From an optimization exercise on the open Yosys and OpenROAD flow, aimed at small area, a short achievable clock period and few clock cycles per item; shortcuts taken in it are not production practice.

==> module sort_paralell, before the edit <==
module sort_paralell(
				input 					clk,
				input 					rst_n,
				input						en,
				input 		[15:0] 	in0, in1, in2, in3, in4, in5, in6, in7,
				output reg				complete,
				output reg 	[15:0] 	out0, out1, out2, out3, out4, out5, out6,out7
						);
function automatic ge16(input [15:0] a, input [15:0] b);
	reg [15:0] g, l;
	reg [7:0]  g1, l1;
	reg [3:0]  g2, l2;
	reg [1:0]  g3, l3;
	integer k;
	begin
		g = a & ~b;
		l = ~a & b;
		for (k = 0; k < 8; k = k + 1) begin
			g1[k] = g[2*k+1] | (~l[2*k+1] & g[2*k]);
			l1[k] = l[2*k+1] | (~g[2*k+1] & l[2*k]);
		end
		for (k = 0; k < 4; k = k + 1) begin
			g2[k] = g1[2*k+1] | (~l1[2*k+1] & g1[2*k]);
			l2[k] = l1[2*k+1] | (~g1[2*k+1] & l1[2*k]);
		end
		for (k = 0; k < 2; k = k + 1) begin
			g3[k] = g2[2*k+1] | (~l2[2*k+1] & g2[2*k]);
			l3[k] = l2[2*k+1] | (~g2[2*k+1] & l2[2*k]);
		end
		ge16 = g3[1] | (~l3[1] & ~l3[0]);
	end
endfunction
function automatic [7:0] onehot7(input [6:0] c);
	reg [3:0] x;
	reg [4:0] y;
	integer m, n;
	begin
		x[0] = ~c[0] & ~c[1] & ~c[2];
		x[1] = (c[0] & ~c[1] & ~c[2]) | (~c[0] & c[1] & ~c[2]) | (~c[0] & ~c[1] & c[2]);
		x[2] = (c[0] & c[1] & ~c[2]) | (c[0] & ~c[1] & c[2]) | (~c[0] & c[1] & c[2]);
		x[3] = c[0] & c[1] & c[2];
		y[0] = ~c[3] & ~c[4] & ~c[5] & ~c[6];
		y[1] = (c[3] & ~c[4] & ~c[5] & ~c[6]) | (~c[3] & c[4] & ~c[5] & ~c[6]) |
		       (~c[3] & ~c[4] & c[5] & ~c[6]) | (~c[3] & ~c[4] & ~c[5] & c[6]);
		y[2] = (c[3] & c[4] & ~c[5] & ~c[6]) | (c[3] & ~c[4] & c[5] & ~c[6]) |
		       (c[3] & ~c[4] & ~c[5] & c[6]) | (~c[3] & c[4] & c[5] & ~c[6]) |
		       (~c[3] & c[4] & ~c[5] & c[6]) | (~c[3] & ~c[4] & c[5] & c[6]);
		y[3] = (~c[3] & c[4] & c[5] & c[6]) | (c[3] & ~c[4] & c[5] & c[6]) |
		       (c[3] & c[4] & ~c[5] & c[6]) | (c[3] & c[4] & c[5] & ~c[6]);
		y[4] = c[3] & c[4] & c[5] & c[6];
		onehot7 = 8'd0;
		for (m = 0; m < 4; m = m + 1)
			for (n = 0; n < 5; n = n + 1)
				onehot7[m+n] = onehot7[m+n] | (x[m] & y[n]);
	end
endfunction
wire [15:0] in_w [0:7];
assign in_w[0] = in0; assign in_w[1] = in1; assign in_w[2] = in2; assign in_w[3] = in3;
assign in_w[4] = in4; assign in_w[5] = in5; assign in_w[6] = in6; assign in_w[7] = in7;
reg        v1;               
reg [15:0] d1 [0:7];         
reg        ge [0:7][0:7];    
integer i, j, p;
always @(posedge clk or negedge rst_n)
	if (!rst_n) v1 <= 1'b0;
	else        v1 <= en;
always @(posedge clk) begin
	for (i = 0; i < 8; i = i + 1) begin
		d1[i] <= in_w[i];
		for (j = i + 1; j < 8; j = j + 1)
			ge[i][j] <= ge16(in_w[i], in_w[j]);
	end
end
reg [6:0] above [0:7];
reg [7:0] sel [0:7];         
always @* begin
	for (i = 0; i < 8; i = i + 1) begin
		p = 0;
		for (j = 0; j < 8; j = j + 1)
			if (j != i) begin
				above[i][p] = (j < i) ? ~ge[j][i] : ge[i][j];
				p = p + 1;
			end
		sel[i] = onehot7(above[i]);
	end
end
reg [15:0] placed [0:7];
always @* begin
	for (p = 0; p < 8; p = p + 1) begin
		placed[p] = 16'd0;
		for (i = 0; i < 8; i = i + 1)
			placed[p] = placed[p] | ({16{sel[i][p]}} & d1[i]);
	end
end
always @(posedge clk or negedge rst_n)
	if (!rst_n) complete <= 1'b0;
	else        complete <= v1;
always @(posedge clk) begin
	out0 <= placed[0]; out1 <= placed[1]; out2 <= placed[2]; out3 <= placed[3];
	out4 <= placed[4]; out5 <= placed[5]; out6 <= placed[6]; out7 <= placed[7];
end
endmodule
Settings: LEC_CHECK=0, CAP_MARGIN=20, CORE_MARGIN=2, CORE_UTILIZATION=40, SETUP_SLACK_MARGIN=2.8, SLEW_MARGIN=20; clock period 5.0 ns.
run.sh (not shown) runs the stock make flow with config.mk's settings and CLKGATE_MAP_FILE= SYNTH_SCRIPT=/design/flow/synth_recipe.tcl, a recipe that flattens the netlist after the stock synthesis.
==> next run, changes <==
--- a/flow/design.v
+++ b/flow/design.v
@@ -56,21 +56,14 @@
 endfunction
 wire [15:0] in_w [0:7];
 assign in_w[0] = in0; assign in_w[1] = in1; assign in_w[2] = in2; assign in_w[3] = in3;
 assign in_w[4] = in4; assign in_w[5] = in5; assign in_w[6] = in6; assign in_w[7] = in7;
-reg        v1;               
-reg [15:0] d1 [0:7];         
-reg        ge [0:7][0:7];    
 integer i, j, p;
-always @(posedge clk or negedge rst_n)
-	if (!rst_n) v1 <= 1'b0;
-	else        v1 <= en;
-always @(posedge clk) begin
-	for (i = 0; i < 8; i = i + 1) begin
-		d1[i] <= in_w[i];
-		for (j = i + 1; j < 8; j = j + 1)
-			ge[i][j] <= ge16(in_w[i], in_w[j]);
-	end
+reg ge [0:7][0:7];
+always @* begin
+	for (i = 0; i < 8; i = i + 1)
+		for (j = 0; j < 8; j = j + 1)
+			ge[i][j] = (j > i) ? ge16(in_w[i], in_w[j]) : 1'b0;
 end
 reg [6:0] above [0:7];
 reg [7:0] sel [0:7];         
 always @* begin
@@ -88,14 +81,14 @@
 always @* begin
 	for (p = 0; p < 8; p = p + 1) begin
 		placed[p] = 16'd0;
 		for (i = 0; i < 8; i = i + 1)
-			placed[p] = placed[p] | ({16{sel[i][p]}} & d1[i]);
+			placed[p] = placed[p] | ({16{sel[i][p]}} & in_w[i]);
 	end
 end
 always @(posedge clk or negedge rst_n)
 	if (!rst_n) complete <= 1'b0;
-	else        complete <= v1;
+	else        complete <= en;
 always @(posedge clk) begin
 	out0 <= placed[0]; out1 <= placed[1]; out2 <= placed[2]; out3 <= placed[3];
 	out4 <= placed[4]; out5 <= placed[5]; out6 <= placed[6]; out7 <= placed[7];
 end
After rerunning: With this change the flow stopped in 5_1_grt with GRT-0232; area after synthesis goes down by a little under a tenth; synthesized cell count climbs slightly.
No functional check of the RTL was part of any run of this note.

what the ideal ports hide:
The flow's constraints put no driver on any port. The routed layout listed below was extracted and timed again, unchanged, in two steps.
Step 1: set_driving_cell puts a clkbuf_16 on clk and a buf_2 on each other input, an assumption about the parent block.
Step 2, shift: input delay + t, output delay - t, t = (earliest + latest rising clock arrival at the registers) / 2. This alone moves slack from input paths to output paths.
a / b / c = ideal / step 1 / step 2; a / b = the first two.
run: the first run
shift t [ns]: 0.655
setup slack, ns: 2.017 / 2.017 / 2.017
clock arrival spread, ns: 0.021 / 0.021
slew at the worst register clock pin (ns): 0.07 / 0.07
worst slew at a driven data input, ns: 0.08
After both steps setup and hold are still met in the first run. For the first run, drivers alone change the setup slack by 0.000 ns; drivers and shift together by 0.000 ns.
